From an optimization exercise on the open Yosys and OpenROAD flow, aimed at small area; shortcuts taken in it are not production practice. The RTL was checked by simulation tests, not by an equivalence proof against the original design. Power is estimated from default activity; no workload was simulated.

[config.mk]
export PLATFORM = sky130hd
export DESIGN_NAME = game_core
export DESIGN_NICKNAME = game_core
export VERILOG_FILES = /design/flow/design.v
export SDC_FILE = /design/flow/constraint.sdc
export NUM_CORES = 4
export LEC_CHECK = 0
export CAP_MARGIN = 20
export CORE_MARGIN = 2
export CORE_UTILIZATION = 40
export SLEW_MARGIN = 20
[constraint.sdc]
create_clock -name core_clock -period 30.0 [get_ports {clk}]
set_input_delay 6.0000 -clock core_clock [delete_from_list [all_inputs] [get_ports {clk}]]
set_output_delay 6.0000 -clock core_clock [all_outputs]
set_load 0.01 [all_outputs]
[design.v]
`timescale 1ns / 1ps
module rand_gen(
    input wire clk,
    input wire reset,
    input wire en,
    output reg [3:0] rnd
    );
    always @ (posedge clk) begin
        if (reset)
            rnd <= 4'd1;
        else if (en)
            rnd <= {rnd[1:0], 2'b00} + {rnd[2:0], 3'b000} + rnd + 4'd9;
    end
endmodule
`timescale 1ns / 1ps
module mario(
    input wire clk,
    input wire reset,
    input wire en,
    input wire rst,
    input wire start,
    input wire over,
    input wire [4:0] keydown,
    output reg [9:0] x,
    output reg [8:0] y,
    output reg [2:0] state,
    output reg [3:0] animation_state
    );
    localparam MARIO_INITIAL  = 3'b000,
               MARIO_FLYING   = 3'b001,
               MARIO_JUMPING  = 3'b010,
               MARIO_WALKING  = 3'b011,
               MARIO_STANDING = 3'b100,
               MARIO_DYING    = 3'b101,
               MARIO_CLAMPING = 3'b110;
    wire KEYUP    = keydown[0];
    wire KEYLEFT  = keydown[1];
    wire KEYRIGHT = keydown[2];
    wire KEYDOWN  = keydown[3];
    wire KEYJUMP  = keydown[4];
    reg sx_nz, sx_neg;             
    reg signed [5:0] sq;           
    reg [3:0] sr;                  
    reg [4:0] animation_counter;
    reg last_direction;
    reg [3:0] animation_hold;
    wire band0 = (y >= 9'd18  && y <= 9'd69);
    wire band1 = (y >= 9'd80  && y <= 9'd130);
    wire band2 = (y >= 9'd162 && y <= 9'd212);
    wire band3 = (y >= 9'd251 && y <= 9'd301);
    wire band4 = (y >= 9'd341 && y <= 9'd392);
    wire COLLATION_RIGHT = (x >= 10'd606) |
                           (band0 & x >= 10'd216 & x <= 10'd354) |
                           ((band1 | band3) & x <= 10'd557) |
                           ((band2 | band4) & x >= 10'd15);
    wire COLLATION_LEFT  = (x <= 10'd5) |
                           (band0 & x >= 10'd250 & x <= 10'd388) |
                           ((band1 | band3) & x <= 10'd591) |
                           ((band2 | band4) & x >= 10'd49);
    wire COLLATION_DOWN  = (y >= 9'd425) |
                           (x >= 10'd217 & x <= 10'd387 & y >= 9'd17  & y <= 9'd34) |
                           (x <= 10'd590 & y >= 9'd79  & y <= 9'd95) |
                           (x >= 10'd16  & y >= 9'd161 & y <= 9'd177) |
                           (x <= 10'd590 & y >= 9'd250 & y <= 9'd266) |
                           (x >= 10'd16  & y >= 9'd340 & y <= 9'd357);
    wire EN_CLAMP = (x > 10'd300 && x < 10'd400) |
                    (x >= 10'd541 & x <= 10'd555 & y >= 9'd78  & y <= 9'd162) |
                    (x >= 10'd48  & x <= 10'd62  & y >= 9'd160 & y <= 9'd251) |
                    (x >= 10'd546 & x <= 10'd560 & y >= 9'd249 & y <= 9'd341) |
                    (x >= 10'd53  & x <= 10'd67  & y >= 9'd339 & y <= 9'd426);
    wire [9:0] xs = x + {{7{sx_nz & sx_neg}}, sx_nz, 2'b00};
    wire xs_left  = xs <= 10'd4;
    wire xs_right = xs >= 10'd607;
    wire [5:0] sy = sq + {5'd0, sq[5] & (sr != 4'd0)};
    wire [9:0] yq = {1'b0, y} + {{4{sy[5]}}, sy};
    wire ov0 = xs >= 10'd217 && xs <= 10'd387;
    wire ov1 = xs <= 10'd590;
    wire ov2 = xs >= 10'd16;
    wire fly_top  = yq <= 10'd4;
    wire head0 = yq >= 10'd54  && yq <= 10'd69  && ov0;
    wire head1 = yq >= 10'd116 && yq <= 10'd130 && ov1;
    wire head2 = yq >= 10'd198 && yq <= 10'd212 && ov2;
    wire head3 = yq >= 10'd287 && yq <= 10'd301 && ov1;
    wire head4 = yq >= 10'd377 && yq <= 10'd392 && ov2;
    wire fly_bot  = yq >= 10'd426;
    wire feet0 = yq >= 10'd18  && yq <= 10'd33  && ov0;
    wire feet1 = yq >= 10'd80  && yq <= 10'd94  && ov1;
    wire feet2 = yq >= 10'd162 && yq <= 10'd176 && ov2;
    wire feet3 = yq >= 10'd251 && yq <= 10'd265 && ov1;
    wire feet4 = yq >= 10'd341 && yq <= 10'd356 && ov2;
    always @(posedge clk) begin
        if (reset) animation_hold <= 4'b0000;
        else animation_hold <= animation_state;
    end
    reg [2:0] next_state;
    always @(posedge clk) begin
      if (reset) begin
        x <= 10'd450;
        y <= 9'd425;
        sx_nz <= 1'b0;
        sx_neg <= 1'b0;
        sq <= 6'sd0;
        sr <= 4'd0;
        state <= MARIO_INITIAL;
        animation_counter <= 5'd0;
        last_direction <= 1'b1;
      end
      else if (en) begin
        state <= next_state;
        case (state)
            MARIO_INITIAL: begin
                x <= 10'd450;
                y <= 9'd425;
            end
            MARIO_JUMPING: begin
                sq <= -6'sd5;
                sr <= 4'd0;
            end
            MARIO_FLYING: begin
                animation_counter <= animation_counter + 1'b1;
                if (fly_top)      y <= 9'd5;
                else if (head0)   y <= 9'd70;
                else if (head1)   y <= 9'd131;
                else if (head2)   y <= 9'd213;
                else if (head3)   y <= 9'd302;
                else if (head4)   y <= 9'd393;
                else if (fly_bot) y <= 9'd425;
                else if (feet0)   y <= 9'd17;
                else if (feet1)   y <= 9'd79;
                else if (feet2)   y <= 9'd161;
                else if (feet3)   y <= 9'd250;
                else if (feet4)   y <= 9'd340;
                else y <= yq[8:0];
                if (xs_left) begin
                    x <= 10'd5;
                    sx_nz <= 1'b0;
                end
                else if (xs_right) begin
                    x <= 10'd606;
                    sx_nz <= 1'b0;
                end
                else x <= xs;
                if (sr >= 4'd7) begin
                    sr <= sr - 4'd7;
                    sq <= sq + 6'sd1;
                end
                else sr <= sr + 4'd3;
            end
            MARIO_WALKING: begin
                animation_counter <= animation_counter + 1'b1;
                sq <= 6'sd0;
                sr <= 4'd0;
                sx_nz <= 1'b1;
                if (KEYLEFT) begin
                    sx_neg <= 1'b1;
                    last_direction <= 1'b1;
                end
                else if (KEYRIGHT) begin
                    sx_neg <= 1'b0;
                    last_direction <= 1'b0;
                end
                else sx_neg <= 1'b0;
                if (xs_left) x <= 10'd5;
                else if (xs_right) x <= 10'd606;
                else x <= xs;
            end
            MARIO_STANDING, MARIO_DYING: begin
                sx_nz <= 1'b0;
                sq <= 6'sd0;
                sr <= 4'd0;
            end
            MARIO_CLAMPING: begin
                sx_nz <= 1'b0;
                sq <= 6'sd0;
                sr <= 4'd0;
                if (KEYUP | KEYDOWN) begin
                    animation_counter <= animation_counter + 1'b1;
                    if (KEYUP) begin
                        if (y <= 9'd7) y <= 9'd5;
                        else y <= y - 9'd3;
                    end
                    else begin
                        if (y >= 9'd423) y <= 9'd425;
                        else y <= y + 9'd3;
                    end
                end
            end
            default: ;
        endcase
      end
    end
    always @(*) begin
        case (state)
            MARIO_FLYING:
                animation_state = last_direction ? 4'b0110 : 4'b0111;
            MARIO_WALKING:
                if (sx_nz & ~sx_neg)
                    animation_state = animation_counter[2] ? 4'b1110 :
                                      (animation_counter[3] ? 4'b0101 : 4'b0100);
                else
                    animation_state = animation_counter[2] ? 4'b0011 :
                                      (animation_counter[3] ? 4'b0010 : 4'b0001);
            MARIO_DYING:
                animation_state = {2'b10, animation_counter[4:3]} + 4'd2;
            MARIO_CLAMPING:
                if (KEYDOWN | KEYUP)
                    animation_state = animation_counter[2] ? 4'b1001 : 4'b1000;
                else
                    animation_state = animation_hold;
            default:
                animation_state = last_direction ? 4'b0011 : 4'b1110;
        endcase
    end
    always @(*) begin
        next_state = state;
        case (state)
            MARIO_INITIAL:
                next_state = (start & ~rst) ? MARIO_STANDING : MARIO_INITIAL;
            MARIO_JUMPING:
                next_state = rst ? MARIO_INITIAL : over ? MARIO_DYING : MARIO_FLYING;
            MARIO_FLYING:
                if (rst) next_state = MARIO_INITIAL;
                else if (over) next_state = MARIO_DYING;
                else if (COLLATION_DOWN & ~sq[5]) next_state = MARIO_STANDING;
                else next_state = MARIO_FLYING;
            MARIO_WALKING:
                if (rst) next_state = MARIO_INITIAL;
                else if (over) next_state = MARIO_DYING;
                else if (~COLLATION_DOWN) next_state = MARIO_FLYING;
                else if (KEYJUMP) next_state = MARIO_JUMPING;
                else if ((KEYUP | KEYDOWN) & EN_CLAMP) next_state = MARIO_CLAMPING;
                else if ((~KEYLEFT) & (~KEYRIGHT)) next_state = MARIO_STANDING;
                else next_state = MARIO_WALKING;
            MARIO_STANDING:
                if (rst) next_state = MARIO_INITIAL;
                else if (over) next_state = MARIO_DYING;
                else if (~COLLATION_DOWN) next_state = MARIO_FLYING;
                else if (KEYJUMP) next_state = MARIO_JUMPING;
                else if ((KEYUP | KEYDOWN) & EN_CLAMP) next_state = MARIO_CLAMPING;
                else if (KEYLEFT | KEYRIGHT) next_state = MARIO_WALKING;
                else next_state = MARIO_STANDING;
            MARIO_DYING:
                next_state = rst ? MARIO_INITIAL : MARIO_DYING;
            MARIO_CLAMPING:
                if (rst) next_state = MARIO_INITIAL;
                else if (over) next_state = MARIO_DYING;
                else if (COLLATION_DOWN & KEYJUMP) next_state = MARIO_JUMPING;
                else if (KEYLEFT & (~COLLATION_LEFT)) next_state = MARIO_WALKING;
                else if (KEYRIGHT & (~COLLATION_RIGHT)) next_state = MARIO_WALKING;
                else if (EN_CLAMP) next_state = MARIO_CLAMPING;
                else next_state = MARIO_STANDING;
            default: ;
        endcase
    end
endmodule
`timescale 1ns / 1ps
module barrel(
    input wire clk,
    input wire reset,
    input wire en,
    input wire rst,
    input wire start,
    input wire over_game,
    input wire rnd_match,
    input wire [6:0] nax,        
    input wire [3:0] hx0,        
    input wire [3:0] hx1,        
    input wire [6:0] nay,        
    input wire [3:0] hy0,
    input wire [3:0] hy1,
    input wire mario_jumping,
    output reg [9:0] x,
    output reg [8:0] y,
    output wire [1:0] state,
    output wire [2:0] animation_state,
    output wire collision,
    output reg goal,
    output wire wrap
    );
    function ge;                       
        input [9:0] a;
        input [9:0] k;
        integer i;
        reg r;
        begin
            r = 1'b1;
            for (i = 0; i < 10; i = i + 1)
                r = k[i] ? (a[i] & r) : (a[i] | r);
            ge = r;
        end
    endfunction
    function [9:0] incdec10;           
        input [9:0] a;
        input up;
        input en;
        integer i;
        reg c;
        begin
            c = en;
            for (i = 0; i < 10; i = i + 1) begin
                incdec10[i] = a[i] ^ c;
                c = c & (a[i] ~^ up);
            end
        end
    endfunction
    function [9:0] inc9;               
        input [8:0] a;
        input ci;
        integer i;
        reg c;
        begin
            c = ci;
            for (i = 0; i < 9; i = i + 1) begin
                inc9[i] = a[i] ^ c;
                c = c & a[i];
            end
            inc9[9] = c;
        end
    endfunction
    function [7:0] add7;               
        input [6:0] a;
        input [6:0] b;
        integer i;
        reg c;
        begin
            c = 1'b0;
            for (i = 0; i < 7; i = i + 1) begin
                add7[i] = a[i] ^ b[i] ^ c;
                c = (a[i] & b[i]) | (a[i] & c) | (b[i] & c);
            end
            add7[7] = c;
        end
    endfunction
    function [10:0] inc11;
        input [10:0] a;
        input ci;
        integer i;
        reg c;
        begin
            c = ci;
            for (i = 0; i < 11; i = i + 1) begin
                inc11[i] = a[i] ^ c;
                c = c & a[i];
            end
        end
    endfunction
    function [4:0] inc5;
        input [4:0] a;
        input ci;
        integer i;
        reg c;
        begin
            c = ci;
            for (i = 0; i < 5; i = i + 1) begin
                inc5[i] = a[i] ^ c;
                c = c & a[i];
            end
        end
    endfunction
    reg [1:0] st;
    reg sx;
    reg [4:0] animation_counter;
    wire idle    = (st == 2'd0);
    wire rolling = (st == 2'd1);
    wire falling = st[1];
    wire sy = st[1] & st[0];
    assign state = {st[1], st[0] & ~st[1]};
    assign animation_state = falling ? {2'b10, ~animation_counter[4]} :
                             rolling ? {1'b0, animation_counter[4:3]} : 3'b000;
    wire collation_down = (y >= 9'd437) |
                          (x <= 10'd590 && y >= 9'd91  && y <= 9'd107) |
                          (x >= 10'd8   && y >= 9'd173 && y <= 9'd189) |
                          (x <= 10'd590 && y >= 9'd262 && y <= 9'd278) |
                          (x >= 10'd8   && y >= 9'd352 && y <= 9'd369);
    wire en_fall = (x >= 10'd539 && x <= 10'd549 && y <= 9'd109) |
                   (x >= 10'd46  && x <= 10'd56  && y >= 9'd171 && y <= 9'd191) |
                   (x >= 10'd544 && x <= 10'd554 && y >= 9'd260 && y <= 9'd280) |
                   (x >= 10'd51  && x <= 10'd61  && y >= 9'd350 && y <= 9'd371);
    wire over = over_game | (x >= 10'd561 && y >= 9'd411);
    wire hit_right = sx & (x >= 10'd608);
    wire hit_left  = ~sx & (x <= 10'd5);
    wire ov1 = sx ? (x <= 10'd589) : (x <= 10'd591);
    wire ov2 = sx ? (x >= 10'd17) : (x >= 10'd19);
    wire [8:0] yp = inc9(y, sy);
    wire land_bot = yp >= 9'd438;
    wire land1 = yp >= 9'd92  && yp <= 9'd106 && ov1 && !en_fall;
    wire land2 = yp >= 9'd174 && yp <= 9'd188 && ov2 && !en_fall;
    wire land3 = yp >= 9'd263 && yp <= 9'd277 && ov1 && !en_fall;
    wire land4 = yp >= 9'd353 && yp <= 9'd368 && ov2 && !en_fall;
    always @(posedge clk) begin
        if (reset) begin
            x <= 10'd203;
            y <= 9'd90;
            sx <= 1'b1;
            st <= 2'd0;
            animation_counter <= 5'd0;
        end
        else if (en) begin
            if (!idle)
                animation_counter <= inc5(animation_counter, 1'b1);
            case (st)
                2'd0: begin
                    x <= 10'd203;
                    y <= 9'd90;
                    sx <= 1'b1;
                    if (start) st <= 2'd1;
                end
                2'd1: begin
                    if (hit_right) begin
                        x <= 10'd608;
                        sx <= 1'b0;
                    end
                    else if (hit_left) begin
                        x <= 10'd5;
                        sx <= 1'b1;
                    end
                    else
                        x <= incdec10(x, sx, 1'b1);
                    if (rst | over) st <= 2'd0;
                    else if (~collation_down | (en_fall & rnd_match)) st <= 2'd2;
                end
                default: begin
                    if (land_bot)   y <= 9'd437;
                    else if (land1) y <= 9'd91;
                    else if (land2) y <= 9'd173;
                    else if (land3) y <= 9'd262;
                    else if (land4) y <= 9'd352;
                    else y <= yp;
                    if (rst | over) st <= 2'd0;
                    else if (~en_fall & collation_down) st <= 2'd1;
                    else st <= 2'd3;
                end
            endcase
        end
    end
    wire [7:0] ux = add7(x[6:0], nax);
    wire okx = ux[7] ? ({1'b0, x[9:7]} == hx1) : ({1'b0, x[9:7]} == hx0);
    wire [6:0] u = ux[6:0];
    wire [7:0] uy = add7(y[6:0], nay);
    wire oky = uy[7] ? ({2'b0, y[8:7]} == hy1) : ({2'b0, y[8:7]} == hy0);
    wire [6:0] v = uy[6:0];
    wire near_y = oky && v >= 7'd34 && v <= 7'd90;         
    wire same_floor = oky && v >= 7'd63;                   
    wire hit_x = okx && (falling ? (u[6] || (u >= 7'd22 && u <= 7'd52))
                                 : ((u[6] | u[5]) && u != 7'd63)) && u <= 7'd94;
    assign collision = !idle && near_y && hit_x;
    wire intersection = okx && u <= 7'd96 && (falling ? u >= 7'd22 : (u[6] | u[5]));
    reg sfwi;
    reg [10:0] count;
    always @(posedge clk) begin
        if (reset | rst) begin
            sfwi <= 1'b0;
            goal <= 1'b0;
            count <= 11'd0;
        end
        else begin
            sfwi <= ~goal & same_floor & intersection;
            goal <= sfwi & same_floor & ~intersection & mario_jumping;
            count <= inc11(count, goal);
        end
    end
    assign wrap = goal & (&count);
endmodule
`timescale 1ns / 1ps
module kong(
    input wire clk,
    input wire reset,
    input wire en,
    input wire rst,
    input wire start,
    input wire over,
    output reg is_drop,
    output wire [9:0] x,
    output wire [8:0] y,
    output reg state,
    output reg [1:0] animation_state
    );
    localparam KONG_INITIAL = 1'b0,
               KONG_PLAYING = 1'b1;
    localparam KONG_NORMAL = 2'b00,
               KONG_GET    = 2'b01,
               KONG_HOLD   = 2'b10,
               KONG_DROP   = 2'b11;
    localparam KONG_INITIAL_X = 127,
               KONG_INITIAL_Y = 79;
    reg next_state;
    reg [7:0] animation_counter;
    assign x = KONG_INITIAL_X;
    assign y = KONG_INITIAL_Y;
    always@ (posedge clk) begin
        if (reset) state <= KONG_INITIAL;
        else if (en) state <= next_state;
    end
    always@ (posedge clk) begin
      if (reset) begin
        is_drop <= 0;
        animation_state <= KONG_NORMAL;
        animation_counter <= 0;
      end
      else if (en) begin
        case(state)
            KONG_INITIAL: begin
                animation_state <= KONG_NORMAL;
            end
            KONG_PLAYING: begin
                case (animation_counter[7:5])
                    3'b101: begin
                        is_drop <= 0;
                        animation_state <= KONG_GET;
                    end
                    3'b110: begin
                        is_drop <= 0;
                        animation_state <= KONG_HOLD;
                    end
                    3'b111: begin
                        is_drop <= 1;
                        animation_state <= KONG_DROP;
                    end
                    default: begin
                        is_drop <= 0;
                        animation_state <= KONG_NORMAL;
                    end
                endcase
                animation_counter <= animation_counter + 1'b1;
            end
        endcase
      end
    end
    always@ (*) begin
        next_state = state;
        case(state)
            KONG_INITIAL: begin
                if(start & (~rst)) next_state = KONG_PLAYING;
                else next_state = KONG_INITIAL;
            end
            KONG_PLAYING: begin
                if(rst | over) next_state = KONG_INITIAL;
                else next_state = KONG_PLAYING;
            end
        endcase
    end
endmodule
`timescale 1ns / 1ps
module queue(
    input wire clk,
    input wire reset,
    input wire en,
    input wire rst,
    input wire start,
    input wire over,
    output wire [9:0] x,
    output wire [8:0] y,
    output reg state,
    output reg animation_state
    );
    localparam QUEUE_INITIAL = 1'b0,
               QUEUE_PLAYING = 1'b1;
    localparam QUEUE_LEFT  = 1'b0,
               QUEUE_RIGHT = 1'b1;
    localparam QUEUE_INITIAL_X = 280,
               QUEUE_INITIAL_Y = 27;
    reg next_state;
    reg [4:0] animation_counter;
    assign x = QUEUE_INITIAL_X;
    assign y = QUEUE_INITIAL_Y;
    always@ (posedge clk) begin
        if (reset) state <= QUEUE_INITIAL;
        else if (en) state <= next_state;
    end
    always@ (posedge clk) begin
      if (reset) begin
        animation_state <= QUEUE_RIGHT;
        animation_counter <= 0;
      end
      else if (en) begin
        case(state)
            QUEUE_INITIAL: begin
                animation_state <= QUEUE_RIGHT;
            end
            QUEUE_PLAYING: begin
                case (animation_counter[4])
                    1'b0: animation_state <= QUEUE_RIGHT;
                    1'b1: animation_state <= QUEUE_LEFT;
                endcase
                animation_counter <= animation_counter + 1'b1;
            end
        endcase
      end
    end
    always@ (*) begin
        next_state = state;
        case(state)
            QUEUE_INITIAL: begin
                if(start & (~rst)) next_state = QUEUE_PLAYING;
                else next_state = QUEUE_INITIAL;
            end
            QUEUE_PLAYING: begin
                if(rst | over) next_state = QUEUE_INITIAL;
                else next_state = QUEUE_PLAYING;
            end
        endcase
    end
endmodule
`timescale 1ns / 1ps
module score(
    input wire clk,
    input wire reset,
    input wire rst,
    input wire [15:0] goal,
    input wire [15:0] wrap,
    output wire [23:0] bcd
    );
    reg [3:0] d0, d1, d2, d3;
    reg [1:0] d4;
    function [4:0] popcount16;
        input [15:0] g;
        reg s0, c0, s1, c1, s2, c2, s3, c3, s4, c4;
        reg t0, e0, t1, e1, b0, f0;
        reg u0, h0, u1, h1, u2, h2, v0, k0;
        reg q0, r0;
        begin
            s0 = g[0] ^ g[1] ^ g[2];    c0 = (g[0] & g[1]) | (g[0] & g[2]) | (g[1] & g[2]);
            s1 = g[3] ^ g[4] ^ g[5];    c1 = (g[3] & g[4]) | (g[3] & g[5]) | (g[4] & g[5]);
            s2 = g[6] ^ g[7] ^ g[8];    c2 = (g[6] & g[7]) | (g[6] & g[8]) | (g[7] & g[8]);
            s3 = g[9] ^ g[10] ^ g[11];  c3 = (g[9] & g[10]) | (g[9] & g[11]) | (g[10] & g[11]);
            s4 = g[12] ^ g[13] ^ g[14]; c4 = (g[12] & g[13]) | (g[12] & g[14]) | (g[13] & g[14]);
            t0 = s0 ^ s1 ^ s2;          e0 = (s0 & s1) | (s0 & s2) | (s1 & s2);
            t1 = s3 ^ s4 ^ g[15];       e1 = (s3 & s4) | (s3 & g[15]) | (s4 & g[15]);
            b0 = t0 ^ t1;               f0 = t0 & t1;
            u0 = c0 ^ c1 ^ c2;          h0 = (c0 & c1) | (c0 & c2) | (c1 & c2);
            u1 = c3 ^ c4 ^ e0;          h1 = (c3 & c4) | (c3 & e0) | (c4 & e0);
            u2 = e1 ^ f0;               h2 = e1 & f0;
            v0 = u0 ^ u1 ^ u2;          k0 = (u0 & u1) | (u0 & u2) | (u1 & u2);
            q0 = h0 ^ h1 ^ h2;          r0 = (h0 & h1) | (h0 & h2) | (h1 & h2);
            popcount16 = {r0 & q0 & k0, r0 ^ (q0 & k0), q0 ^ k0, v0, b0};
        end
    endfunction
    function [4:0] dadd;
        input [3:0] a;
        input [3:0] b;
        input ci;
        integer i;
        reg c;
        reg [3:0] s;
        reg over9;
        begin
            c = ci;
            for (i = 0; i < 4; i = i + 1) begin
                s[i] = a[i] ^ b[i] ^ c;
                c = (a[i] & b[i]) | (a[i] & c) | (b[i] & c);
            end
            over9 = c | (s[3] & (s[2] | s[1]));
            dadd = {over9, over9 ? s + 4'd6 : s};
        end
    endfunction
    function [4:0] dinc;
        input [3:0] a;
        input ci;
        begin
            dinc = (ci & (a == 4'd9)) ? 5'b10000 : {1'b0, a + {3'b0, ci}};
        end
    endfunction
    wire [4:0] n_goal = popcount16(goal);
    wire [4:0] n_wrap = popcount16(wrap);
    wire g_hi = n_goal[4] | (n_goal[3] & (n_goal[2] | n_goal[1]));
    wire [3:0] g_lo = g_hi ? n_goal[3:0] + 4'd6 : n_goal[3:0];
    wire [4:0] a0 = dadd(d0, g_lo, 1'b0);
    wire [4:0] a1 = dadd(d1, {3'b0, g_hi}, a0[4]);
    wire [4:0] a2 = dinc(d2, a1[4]);
    wire [4:0] a3 = dinc(d3, a2[4]);
    wire [1:0] a4 = d4 + a3[4];
    reg [19:0] k;
    always @(*) begin
        case (n_wrap)
            5'd0:  k = 20'h00000;
            5'd1:  k = 20'h97952;
            5'd2:  k = 20'h95904;
            5'd3:  k = 20'h93856;
            5'd4:  k = 20'h91808;
            5'd5:  k = 20'h89760;
            5'd6:  k = 20'h87712;
            5'd7:  k = 20'h85664;
            5'd8:  k = 20'h83616;
            5'd9:  k = 20'h81568;
            5'd10: k = 20'h79520;
            5'd11: k = 20'h77472;
            5'd12: k = 20'h75424;
            5'd13: k = 20'h73376;
            5'd14: k = 20'h71328;
            5'd15: k = 20'h69280;
            default: k = 20'h67232;
        endcase
    end
    wire [4:0] b0 = dadd(a0[3:0], k[3:0],   1'b0);
    wire [4:0] b1 = dadd(a1[3:0], k[7:4],   b0[4]);
    wire [4:0] b2 = dadd(a2[3:0], k[11:8],  b1[4]);
    wire [4:0] b3 = dadd(a3[3:0], k[15:12], b2[4]);
    wire [4:0] b4 = dadd({2'b0, a4}, k[19:16], b3[4]);
    always @(posedge clk) begin
        if (reset | rst) begin
            d0 <= 4'd0; d1 <= 4'd0; d2 <= 4'd0; d3 <= 4'd0; d4 <= 2'd0;
        end
        else begin
            d0 <= b0[3:0]; d1 <= b1[3:0]; d2 <= b2[3:0]; d3 <= b3[3:0]; d4 <= b4[1:0];
        end
    end
    assign bcd = {6'd0, d4, d3, d2, d1, d0};
endmodule
`timescale 1ns / 1ps
module state_fsm(
    input wire clk,
    input wire reset,
    input wire start,
    input wire restart,
    input wire over,
    input wire success,
    output reg [1:0] state
    );
    localparam GAME_INITIAL = 2'b00,
               GAME_RUNNING = 2'b01,
               GAME_OVER    = 2'b10,
               GAME_SUCCESS = 2'b11;
    reg [1:0] next_state;
    always @ (posedge clk) begin
        if (reset) state <= GAME_INITIAL;
        else state <= next_state;
    end
    always@ (*) begin
        next_state = state;
        case (state)
            GAME_INITIAL: begin
                if (start & ~restart)
                    next_state = GAME_RUNNING;
            end
            GAME_RUNNING: begin
                if (over) begin
                    next_state = GAME_OVER;
                end
                else if (restart) begin
                    next_state = GAME_INITIAL;
                end
                else if (success) begin
                    next_state = GAME_SUCCESS;
                end
            end
            GAME_OVER: begin
                if (restart) begin
                    next_state = GAME_INITIAL;
                end
            end
            GAME_SUCCESS: begin
                if(restart) begin
                    next_state = GAME_INITIAL;
                end
            end
        endcase
    end
endmodule
`timescale 1ns / 1ps
module game_core(
    input  wire         clk,
    input  wire         reset,
    input  wire         tick_slow,
    input  wire         tick_fast,
    input  wire [4:0]   keys,
    input  wire         start,
    input  wire         restart,
    input  wire         cheat,
    output wire [1:0]   game_state,
    output wire [9:0]   mario_x,
    output wire [8:0]   mario_y,
    output wire [2:0]   mario_state,
    output wire [3:0]   mario_anim,
    output wire [1:0]   kong_anim,
    output wire         queue_anim,
    output wire [159:0] barrel_x_flat,
    output wire [143:0] barrel_y_flat,
    output wire [31:0]  barrel_state_flat,
    output wire [47:0]  barrel_anim_flat,
    output wire [23:0]  score_bcd
    );
	localparam GAME_INITIAL = 2'b00,
               GAME_RUNNING = 2'b01,
               GAME_OVER    = 2'b10,
               GAME_SUCCESS = 2'b11;
	wire over, success;
	wire [1:0] cur_state;
	assign success = cheat||(mario_y < 30 && (mario_x > 250 && mario_x < 350) && mario_state == 3'b100);
	state_fsm StateControl(.clk(clk), .reset(reset), .start(start), .restart(restart), .over(over), .success(success), .state(cur_state));
	assign game_state = cur_state;
	wire g_init = (cur_state == GAME_INITIAL);
	wire g_run  = (cur_state == GAME_RUNNING);
	wire g_over = (cur_state == GAME_OVER);
	mario myMario(.clk(clk), .reset(reset), .en(tick_slow),
				  .rst(g_init), .start(g_run), .over(g_over),
				  .keydown(keys),
				  .x(mario_x), .y(mario_y),
				  .state(mario_state),
				  .animation_state(mario_anim));
	wire [9:0] kong_x;
	wire [8:0] kong_y;
	wire kong_state;
	reg [3:0] drop_count;
	reg is_drop_d;
	wire is_drop;
	kong myKong(.clk(clk), .reset(reset), .en(tick_slow),
				.rst(g_init), .start(g_run), .over(g_over),
				.is_drop(is_drop),
				.x(kong_x), .y(kong_y),
				.state(kong_state),
				.animation_state(kong_anim));
	always @(posedge clk) begin
		if (reset) begin
			is_drop_d <= 1'b0;
			drop_count <= 4'd0;
		end
		else begin
			is_drop_d <= is_drop;
			if (is_drop & ~is_drop_d)
				drop_count <= drop_count + 1'b1;
		end
	end
	wire [9:0] queue_x;
	wire [8:0] queue_y;
	wire queue_state;
	queue myQueue(.clk(clk), .reset(reset), .en(tick_slow),
				  .rst(g_init), .start(g_run), .over(g_over),
				  .x(queue_x), .y(queue_y),
				  .state(queue_state),
				  .animation_state(queue_anim));
	wire [3:0] rnd;
	rand_gen rng(.clk(clk), .reset(reset), .en(tick_fast), .rnd(rnd));
	wire rnd_match = (rnd[3:2] == 2'b10);
	wire mario_jumping = (mario_state == 3'b001);
	wire [10:0] nax = 11'd63 - {1'b0, mario_x};
	wire [10:0] nay = 11'd55 - {2'b0, mario_y};
	wire [3:0] hx0 = 4'd0 - nax[10:7];
	wire [3:0] hx1 = ~nax[10:7];
	wire [3:0] hy0 = 4'd0 - nay[10:7];
	wire [3:0] hy1 = ~nay[10:7];
	wire [15:0] collide, goal, wrap;
	genvar i;
	generate
		for (i = 0; i < 16; i = i + 1) begin: barrel_generator
			barrel myBarrel(.clk(clk), .reset(reset), .en(tick_fast),
							.rst(g_init),
							.start(g_run & (drop_count == i)),
							.over_game(g_over),
							.rnd_match(rnd_match),
							.nax(nax[6:0]), .hx0(hx0), .hx1(hx1),
							.nay(nay[6:0]), .hy0(hy0), .hy1(hy1),
							.mario_jumping(mario_jumping),
							.x(barrel_x_flat[i*10 +: 10]), .y(barrel_y_flat[i*9 +: 9]),
							.state(barrel_state_flat[i*2 +: 2]),
							.animation_state(barrel_anim_flat[i*3 +: 3]),
							.collision(collide[i]), .goal(goal[i]), .wrap(wrap[i]));
		end
	endgenerate
	score myScore(.clk(clk), .reset(reset), .rst(g_init), .goal(goal), .wrap(wrap), .bcd(score_bcd));
	reg [7:0] collision_run;
	wire collision = |collide;
	assign over = (~cheat) & (collision_run[7] | (mario_x < 183 && mario_y < 114));
	always @(posedge clk) begin
		if (reset)
			collision_run <= 8'd0;
		else if (tick_slow) begin
			if (!collision)
				collision_run <= 8'd0;
			else if (!collision_run[7])
				collision_run <= collision_run + 1'b1;
		end
	end
endmodule
[run.sh]
#!/bin/bash
# synth_recipe.tcl (not shown) runs the flow's synth.tcl, then flattens the netlist and writes it again
# the make line also repeats each setting of config.mk as NAME=value (left out here)
make -C /OpenROAD-flow-scripts/flow DESIGN_CONFIG=/design/flow/config.mk WORK_HOME=/design/flow/orfs CLKGATE_MAP_FILE= SYNTH_SCRIPT=/design/flow/synth_recipe.tcl finish
==> Implementation_results.wiki <==
{| class="wikitable"
! Metric !! Value
|-
| DR pass1 iterations || 8
|-
| Worst hold-check path type || reg -> reg
|-
| Worst Path Class, Setup || reg -> reg
|-
| Post-synthesis instance area || 65000 um^2
|-
| WHS || 0.422 ns
|-
| Die Height || 407 um
|-
| Top area cells in the synthesized netlist || sky130_fd_sc_hd__dfxtp_1 (23%), sky130_fd_sc_hd__ha_1 (8.7%), sky130_fd_sc_hd__fa_1 (7.3%), sky130_fd_sc_hd__nand2_1 (4.7%), sky130_fd_sc_hd__o21ai_0 (4.3%)
|-
| Final Power || 2.50 mW
|-
| Number of flops mapped to enable cells by yosys || 0
|-
| Run status || finished clean
|-
| Total CTS buffers || 95
|-
| Hold Startpoint || barrel_generator[12].myBarrel.sfwi
|-
| Power Density || 33.8 nW/um^2
|-
| Share of synthesized area occupied by flip-flops and latches || 0.228
|-
| Clock period minus worst slack || 14.98 ns
|-
| Minimum setup slack among reg-to-reg paths || 15.02 ns
|-
| Worst hold path stage count || 2
|-
| Most frequent cell after synthesis || sky130_fd_sc_hd__nand2_1
|-
| CTS clock-pin slew for the worst setup and hold paths || 0.06 ns
|-
| Total Nets Final || 9253
|-
| Core Util, Final || 0.460
|-
| GRT Resource Usage Total || 0.279
|-
| Final GP Congestion || 0.929
|-
| Number of hold-repair buffers added at the cts stage || 0
|-
| Unrepaired setup endpoints after global routing || false
|-
| CP max-delay cell || sky130_fd_sc_hd__fa_1
|-
| Antenna violations before repair || 5
|-
| Iteration-0 DRC Markers || 6892
|-
| Design Area, Final || 74000 um^2
|-
| Max Freq || 66.7 MHz
|-
| TritonCTS clock tree || built
|-
| Count of maximum capacitance violations || 0
|-
| Synthesized flop and latch total || 740
|-
| Proportion of register bits with asynchronous set or reset after synthesis || 0
|-
| Worst clock skew on the final layout || 0.0484 ns
|-
| DRT antenna net count || 0
|-
| Tcrit/Tclk final || 0.499
|-
| H-tree Lvls || 3
|-
| Area after DPL || 70600 um^2
|-
| Data required time at the worst endpoint || 30.61 ns
|-
| Number of inserted filler cells in the final layout || 15900
|-
| Arrival @ worst endpoint || 15.59 ns
|-
| Synth top cells by count || sky130_fd_sc_hd__nand2_1 (814), sky130_fd_sc_hd__dfxtp_1 (740), sky130_fd_sc_hd__nor2_1 (738)
|-
| Post-route DRC || 0
|-
| Normalized max-slew margin || 0.207
|-
| Via count of the routed design || 65800
|-
| CP Capture Type || flop
|-
| Number of cells traversed by the worst register-to-register path || 58
|-
| Largest stage delay on the critical path || 0.53 ns
|-
| Cell count after synthesis || 8515
|-
| Number of clock sinks || 740
|-
| Number of vias per cell after detailed routing || 6.10
|-
| Number of core rows || 147
|-
| Total setup buffers inserted after CTS || 0
|-
| Hold Path End || barrel_generator[12].myBarrel.goal
|-
| Final number of hold-violating endpoints || 0
|-
| Maximum number of pins on one net before global-route repair || 119
|-
| Leading area contributor after synthesis || sky130_fd_sc_hd__dfxtp_1
|-
| Yosys warns || 8
|-
| Transition time at the pin with the least slew margin || 1.18 ns
|-
| Most used cell along the critical path || sky130_fd_sc_hd__fa_1
|-
| Core area || 161000 um^2
|-
| Worst R2R End || myScore.d4[1]
|-
| R2r startpoint || barrel_generator[3].myBarrel.goal
|-
| Fraction of post-synthesis cell area in the top cell type by area || 0.228
|-
| PostCTS Resize Cnt || 0
|-
| Setup TNS || 0 ns
|-
| Detailed Place HPWL || 172 mm
|-
| Initial standard-cell utilization of the core || 0.404
|-
| Average wire per standard cell || 22.3 um
|-
| Max-slew violations || 0
|-
| Buffers added on ports || 444
|-
| Die W || 407 um
|-
| Setup violation total in the final timing report || 0
|-
| Number of distinct standard cells referenced by the synthesized netlist || 104
|-
| Remaining global-route overflow || 0
|-
| I/O Pins || 451
|-
| Primary flip-flop cell chosen by synthesis mapping || sky130_fd_sc_hd__dfxtp_1
|-
| Area added between synthesis and finish || 13.9%
|-
| Largest fanout on the critical path || 5
|-
| Clock Tree Root || sky130_fd_sc_hd__clkbuf_16
|-
| Average instance area after synthesis || 7.63 um^2
|-
| Static Leakage || 29.1 nW
|-
| Routed WL || 241 mm
|-
| Maximum number of buffers from clock root to sink || 3
|-
| Number of global-route vias before repair || 61600
|-
| Count of inserted antenna diode cells || 0
|-
| Insertion delay to the later sink of the worst-skew pair || 0.75 ns
|-
| Floorplan die area || 166000 um^2
|-
| Maximum VDD drop || 0.0000419 V
|-
| Global-route wire length before repair || 370 mm
|-
| Type of element launching the critical path || flop
|-
| Share of layout cells above drive strength 1 || 0.0464
|}
[placed cells by master (no fill, tap or decap), types with 189 or more instances in the layout]
cell,n
sky130_fd_sc_hd__ha_1,453
sky130_fd_sc_hd__xnor2_1,204
sky130_fd_sc_hd__dfxtp_1,736
sky130_fd_sc_hd__clkdlybuf4s50_1,442
sky130_fd_sc_hd__nand3_1,347
sky130_fd_sc_hd__and2_1,242
sky130_fd_sc_hd__nor2_1,736
sky130_fd_sc_hd__nand2_1,814
sky130_fd_sc_hd__o21ai_0,559
sky130_fd_sc_hd__a21oi_1,559
sky130_fd_sc_hd__nor3_1,189
sky130_fd_sc_hd__inv_1,408
sky130_fd_sc_hd__fa_1,237
[per-stage QoR]
stage / cells / setup WS [ns]
final: 10800 / 15.02
after global routing: 10800 / 14.01
after CTS: 10800 / 15.01
after detailed placement: 10600 / 15.05
after global placement: 10600 / 15.37
after floorplan: 8520 / 16.31
[state kept, by name, indices dropped and copies added (netlist names), 5 cells and up]
signal	cells
myKong.animation_counter	8
barrel_generator.myBarrel.animation_counter	80
barrel_generator.myBarrel.sx	16
myMario.sq	6
barrel_generator.myBarrel.count	176
myMario.x	10
myMario.animation_counter	5
barrel_generator.myBarrel.sfwi	16
myQueue.animation_counter	5
collision_run	8
myMario.y	9
barrel_generator.myBarrel.st	32
barrel_generator.myBarrel.goal	16
barrel_generator.myBarrel.x	160
barrel_generator.myBarrel.y	144
[critical path: cells and delay by family, from the launching register on]
| kind | cells | cell delay [ns] |
|---|---|---|
| adders and majority gates | 31 | 10.19 |
| AOI/OAI and AO/OA | 7 | 2.24 |
| buffers and inverters | 16 | 1.25 |
| and+or+nand+nor | 2 | 0.43 |
| DFF | 1 | 0.38 |
| xor gates and xnor gates | 2 | 0.34 |
[how the worst max path moves through the flow]
stage / endpoint / cells past startpoint / startpoint / slack [ns]
final: myScore.d4[1] / 58 / barrel_generator[3].myBarrel.goal / 15.02
after global routing: myScore.d4[1] / 58 / barrel_generator[3].myBarrel.goal / 14.01
after CTS: myScore.d4[1] / 58 / barrel_generator[3].myBarrel.goal / 15.01
after detailed placement: myScore.d4[1] / 58 / barrel_generator[3].myBarrel.goal / 15.05
after global placement: myScore.d4[1] / 58 / barrel_generator[3].myBarrel.goal / 15.37
after floorplan: myScore.d4[1] / 57 / barrel_generator[3].myBarrel.goal / 16.31
[where the power goes]
group	switching [mW]	internal [mW]	total (mW)
registers	0.0169	0.989	1.01
clock network	0.515	0.737	1.25
logic	0.163	0.0801	0.243
total	0.695	1.81	2.50
[logic make-up after synthesis]
group	share of synthesized area
AO/OA/AOI/OAI	0.230
XOR/XNOR	0.0483
adder cells (fa/ha/maj)	0.162
buffers and inverters	0.0635
flip-flops	0.228
multiplexers	0.0161
other	0.0000577
AND/OR/NAND/NOR	0.253
[area by class of cell]
cell class | instances | area [um^2] | share of cell area
Clock buffer | 122 | 2660 | 0.0359
Inverter | 422 | 1590 | 0.0214
Sequential cell | 740 | 14800 | 0.200
Clock inverter | 50 | 758 | 0.0102
Tap cell | 2160 | 2700 | 0.0365
Timing Repair Buffer | 564 | 5350 | 0.0723
Multi-Input combinational cell | 6727 | 46200 | 0.623
[routing by layer]
layer	GRT usage	up-vias	wire length (um)
li1	-	30800	-
met1	0.376	31700	105000
met2	0.437	2764	106000
met3	0.0532	479	20200
met4	0.109	2	9470
met5	0	-	10

[separate check: timing with driven ports]
How much do the figures lean on ideal ports? The routed layout below was timed once more, with nothing changed but the port constraints.
Step 1 (the two cells are an assumption about what drives the block):
set clk [get_ports {clk}]
set_driving_cell -lib_cell sky130_fd_sc_hd__clkbuf_16 $clk
set_driving_cell -lib_cell sky130_fd_sc_hd__buf_2 [delete_from_list [all_inputs] $clk]
Step 2 also shifts input and output timing later by t, the mid clock arrival at the registers, as if the neighbouring blocks saw the same clock.
Slacks: no drivers / after step 1 / after step 2; pairs: no drivers / after step 1.
t (ns): 0.814
setup WS [ns]: 15.016 / 15.016 / 15.016
hold WS [ns]: 0.422 / 0.422 / 0.422
After both steps this run still meets setup and hold. The setup slack of this run moves by 0.000 ns with the drivers and by 0.000 ns with both steps.
